This is an optimization exercise on Yosys and OpenROAD, whose aim is small area, a short achievable clock period and few clock cycles, not a production implementation.
Function was checked by simulation only, so behaviour that the tests miss may differ from the original.

==> design/flow/design.v <==
module mmm_r2mm
#(
    parameter K = 64
)
(
    input   wire            xi  ,
    input   wire [K-1  :0]  y   ,
    input   wire [K-1  :0]  m   ,
    input   wire [K+1-1:0]  si  ,
    output  wire [K+1-1:0]  so  
);
wire [K+2-1:0]a;
wire [K-1  :0]ximuly;
wire [K+2-1:0]buf0;
assign        ximuly =  xi  ==1'd1 ? y            : {(K){1'd0}} ;
assign        a      =  si + {1'd0,ximuly};
assign        buf0   =  a[0]==1'd1 ? ({2'd0,m}+a) : a           ;
assign        so     =  buf0>>1;
endmodule
module mmm_r2mm_2n
#(
    parameter K = 256  
)
(
    input   wire            clk     ,
    input   wire            rst_n   ,
    input   wire [K-1  :0]  x       ,
    input   wire [K-1  :0]  y       ,
    input   wire [K-1  :0]  m       ,
    input   wire            req     ,
    output  reg  [K-1  :0]  res     ,
    output  reg             val     
);
wire [K+1-1 :0]s_mid_w;
wire [K+1-1 :0]s_sid_w;
reg  [K+1-1 :0]s_sid_r;
reg  [12    :0]sel    ;
reg  [1     :0]buf0   ;
wire           req_pp = buf0 == 2'b01;
mmm_r2mm #(.K ( K ))mm_r2mm_0
(
    .xi                      ( x[sel]        ),
    .y                       ( y   [K-1  :0] ),
    .m                       ( m   [K-1  :0] ),
    .si                      ( s_sid_r       ),
    .so                      ( s_mid_w       )
);
mmm_r2mm #(.K ( K ))mm_r2mm_1
(
    .xi                      ( x[sel+1]      ),
    .y                       ( y   [K-1  :0] ),
    .m                       ( m   [K-1  :0] ),
    .si                      ( s_mid_w       ),
    .so                      ( s_sid_w       )
);
always@(posedge clk or negedge rst_n)begin if(!rst_n) buf0 <= 'd0;else buf0 <= {buf0[0],req};end
always@(posedge clk or negedge rst_n)begin
    if(!rst_n)begin
        sel     <= 'd0;
        val     <= 'd0;
        s_sid_r <= {(K+1){1'd0}};
        res     <= {(K  ){1'd0}};
    end else begin
        if (req_pp && sel=='d0) begin
            sel     <= sel + 'd2;
            s_sid_r <= s_sid_w;
        end else if(sel>0)begin
            if(sel==K-2)begin
                res     <= (s_sid_w >= m)? s_sid_w-m : s_sid_w;  
                val     <= 1'd1;
                sel     <=  'd0;
            end else begin
                sel     <= sel + 'd2;
                s_sid_r <= s_sid_w;
            end
        end else begin
            val     <= 1'd0;
            s_sid_r <= {(K+1){1'd0}};
        end
    end
end
endmodule
==> design/flow/run.sh <==
#!/bin/bash
# synth_recipe.tcl (not shown) runs the flow's synth.tcl, then flattens the netlist and writes it again
# the make line also repeats each setting of config.mk as NAME=value (left out here)
make -C /OpenROAD-flow-scripts/flow DESIGN_CONFIG=/design/flow/config.mk WORK_HOME=/design/flow/orfs CLKGATE_MAP_FILE= SYNTH_SCRIPT=/design/flow/synth_recipe.tcl finish
==> design/flow/config.mk <==
export PLATFORM = sky130hd
export DESIGN_NAME = mmm_r2mm_2n
export DESIGN_NICKNAME = mmm_r2mm_2n
export VERILOG_FILES = /design/flow/design.v
export SDC_FILE = /design/flow/constraint.sdc
export NUM_CORES = 8
export LEC_CHECK = 0
export CAP_MARGIN = 20
export CORE_MARGIN = 2
export CORE_UTILIZATION = 40
export SETUP_SLACK_MARGIN = 2
export SLEW_MARGIN = 20
==> design/flow/constraint.sdc <==
create_clock -name core_clock -period 30.0 [get_ports {clk}]
set_input_delay 6.0000 -clock core_clock [delete_from_list [all_inputs] [get_ports {clk}]]
set_output_delay 6.0000 -clock core_clock [all_outputs]
set_load 0.01 [all_outputs]
==> summary.md <==
| Metric | Value |
|---|---|
| Status | `complete, no violations` |
| Share of cells above drive strength 1 | `9.025%` |
| Pre-antenna DRT Iters | `29` |
| Reg clk slew, reported paths | `0.06 ns` |
| Post-synthesis cell area | `0.1181 sq mm` |
| Post-synth EDFFs | `0` |
| Cell family with most CP delay | `compound AO/OA/AOI/OAI gates` |
| Die area | `0.2996 sq mm` |
| CP dominant cell by count | `o21ai_0` |
| Clk sinks | `528` |
| Critical path arrival | `28.49 ns` |
| Hold Path Sink | `buf0[1]` |
| Clk root buf | `clkbuf_16` |
| PortBufs | `1,027` |
| Crit-path max FO | `29` |
| Period utilisation layout | `92.75%` |
| CTS Buf Count | `82` |
| FF-to-FF path depth | `70` |
| Die H | `547.4 microns` |
| Vias in the first global route | `135,548` |
| Vias | `141,947` |
| Largest net degree at the start of global routing | `135` |
| Top-area cell type share of the netlist area | `13.58%` |
| CTS tree | `built` |
| Hold Vio Cnt, Final | `0` |
| Syn. warnings | `1` |
| CP Data Required Time | `30.67 ns` |
| Post-synth top flop | `dfrtp_1` |
| Distinct cell type count after synthesis | `102` |
| Via density | `6.346` |
| Setup Crit Path Kind | `in2reg` |
| Top area cells in the synthesized netlist | `ha_1, dfrtp_1, a21oi_1` |
| Met1 usage | `50.74%` |
| R2r setup slk | `6.23 ns` |
| Unrepaired setup endpoints after global routing | `no` |
| Nets@finish | `20,416` |
| Cell type with the largest total area after synthesis | `ha_1` |
| Number of routed nets with antenna violations | `0` |
| Initial core utilization | `40.20%` |
| Drt wl/cell | `31.59 microns` |
| Setup violators final | `0` |
| Global placer's final weighted congestion | `1.080` |
| Slew @ Worst Pin | `1.249 ns` |
| Met3 Usage GRT | `9.277%` |
| Worst setup EP type | `register` |
| Slew HR | `15.94%` |
| Final clock skew | `0.08821 ns` |
| RR Startpoint | `sel[1]` |
| Hold crit path type | `reg2reg` |
| H-Tree Depth | `3` |
| Area delta synth->final | `19.23%` |
| Core Region | `0.2938 sq mm` |
| Global route total overflow | `0` |
| Top Usage Layer GRT | `met2` |
| CP Launch Type | `primary input` |
| RR Endpoint | `res[166]` |
| Slowest stage delay, CP | `0.91 ns` |
| Post-DP HPWL | `607,300 microns` |
| Post-synthesis sequential area ratio | `11.19%` |
| Dpl cell area | `0.1373 sq mm` |
| Synth Instances | `17,179` |
| Clock Tree Buf Depth | `4` |
| Met2 usage | `69.38%` |
| Buffers & Inverters on Critical Path | `5` |
| Minimum clock period | `27.82 ns` |
| Synthesized Nets | `19,237` |
| # IOs | `1,028` |
| Seq cells post-synth | `528` |
| # DRC | `0` |
| Max_cap viols | `0` |
| Final Cell Area | `0.1408 sq mm` |
| Starting DRT DRC Count | `16,007` |
| Post-synthesis async set-or-reset flop share | `100.0%` |
| Origin of the worst min-delay path | `buf0[0]` |
| Row count | `199` |
| Die width | `547.4 microns` |
| Pins over their slew limit | `0` |
| GRT Util Overall | `45.00%` |
| Drt total wl | `706,500 microns` |
| FMAX | `35.94 MHz` |
| First-pass GRT wire length | `981,600 microns` |
| Worst skew pair latency | `0.89 ns` |
| Highest-delay cell along the critical path | `nor3_1` |
| Initial antenna violation count | `52` |
| Min-Delay Path Depth | `0` |
| Final core occ | `47.93%` |
| Syn Area/Cell | `6.875 sq um` |
synth_stat cells, types with 84 or more instances:
library cell,count
nor3_1,264
nand2_1,2024
and2_1,322
mux2_2,228
o21ai_0,1454
nand2b_1,113
nor2b_1,358
a21oi_1,2318
clkbuf_1,833
dfrtp_1,528
ha_1,1282
o31ai_1,99
nand3_1,203
xor2_1,446
nor4_1,102
a21boi_0,97
nand4_1,605
a31oi_1,142
o21a_1,169
mux2i_1,202
o21bai_1,451
a21o_1,596
a22o_1,206
nor2_1,1236
mux4_2,84
o21ai_1,287
inv_1,757
xnor2_1,821
final cells by class:
| cell class | instances | area, sq um |
|---|---|---|
| multi-input combinational | 14949 | 98680 |
| inverter | 757 | 2856 |
| antenna | 33 | 82.58 |
| clock inverter | 35 | 571.8 |
| clock buffer | 107 | 2277 |
| tap | 3919 | 4903 |
| timing repair buffer | 2040 | 18220 |
| sequential | 528 | 13220 |
| fill | 30729 | 153000 |
what timing repair did:
action                     4_1_cts  5_1_grt
gates resized for setup         15       73
hold buffers                     0        0
pin swaps                        1       11
setup endpoints to repair      256      256
buffers inserted                 1       14
per-layer routing:
metal	up-vias	share of wire [%]	wire length, microns
li1	64906	-	-
met1	67283	36	257600
met2	7573	43	301500
met3	2163	8.6	60810
met4	22	12	86500
met5	-	0.022	153
registers in the layout, indices dropped and copies added (netlist names):
register	cells
res	256
s_sid_r	257
val	1
sel	12
buf0	2
cell usage in the layout, fill, tap and decap left out, types with 93 or more instances in the layout:
master / count
a31oi_1: 138
o21bai_1: 448
buf_4: 979
nor2_1: 1228
nand4_1: 605
nand2b_1: 113
o21a_1: 168
a21oi_1: 2310
xnor2_1: 820
o21ai_1: 324
o31ai_1: 93
xor2_1: 446
clkdlybuf4s50_1: 1025
ha_1: 1280
nand3_1: 201
o21ai_0: 1415
nor3_1: 255
a21boi_0: 95
a21o_1: 596
inv_1: 755
nand2_1: 2021
mux2i_1: 201
a22o_1: 206
and2_1: 321
nor2b_1: 358
dfrtp_1: 526
mux2_2: 228
stage by stage:
stage | TNS (ns) | setup WS [ns] | std cells | hold slack (ns)
6_report | 0 | 2.175 | 22368 | 0.3982
5_1_grt | 0 | 1.945 | 22345 | 0.4062
4_1_cts | 0 | 2.023 | 22320 | 0.3972
3_5_place_dp | -128.64 | -0.8668 | 22177 | 0.3838
3_3_place_gp | -170.14 | -0.9947 | 22172 | 0.3777
2_1_floorplan | 0 | 6.152 | 17179 | 0.3546
worst max path at each step:
stage                 from        to  slack [ns]  depth (start not counted)
global route        x[118]  res[153]        1.95                        105
detailed placement    x[0]  res[153]       -0.87                         79
CTS                   x[0]  res[153]        2.02                         89
global placement      x[0]  res[153]       -0.99                         79
floorplan           x[254]  res[254]        6.15                         79
finish                x[0]  res[166]        2.18                         70
logic make-up after synthesis:
logic type      Yosys count  share of synthesized area [%]
fa+ha+maj              1287                          13.67
compound gates         6343                          32.37
buf+inv                1702                          5.733
xor+xnor               1268                          9.410
flops                   528                          11.19
simple gates           5534                          22.12
mux                     517                          5.516
Testbench counts, summed over its fixed seeds: cycles 123,848.

[re-timing with driven ports]
The flow's constraints put no driver on any port. The routed layout listed below was extracted and timed again, unchanged, in two steps. Step 1, drivers: a clkbuf_16 drives clk and a buf_2 each remaining input, both assumed. Step 2 adds t to the input delays and takes it off the output delays; t is the mean of the earliest and latest rising clock arrival at the registers after step 1. Input paths then give back, and output paths get back, about the clock's delay inside the block. a / b / c = no drivers / after step 1 / after step 2; a / b = the first two.
t, ns: 0.969
setup slack, ns: 2.175 / 2.281 / 1.312
worst setup path at the end: input to register
slew at the worst register clock pin (ns): 0.08 / 0.08
After both steps setup and hold are still met in this run. The setup slack of this run moves by +0.106 ns with the drivers and by -0.863 ns with both steps.
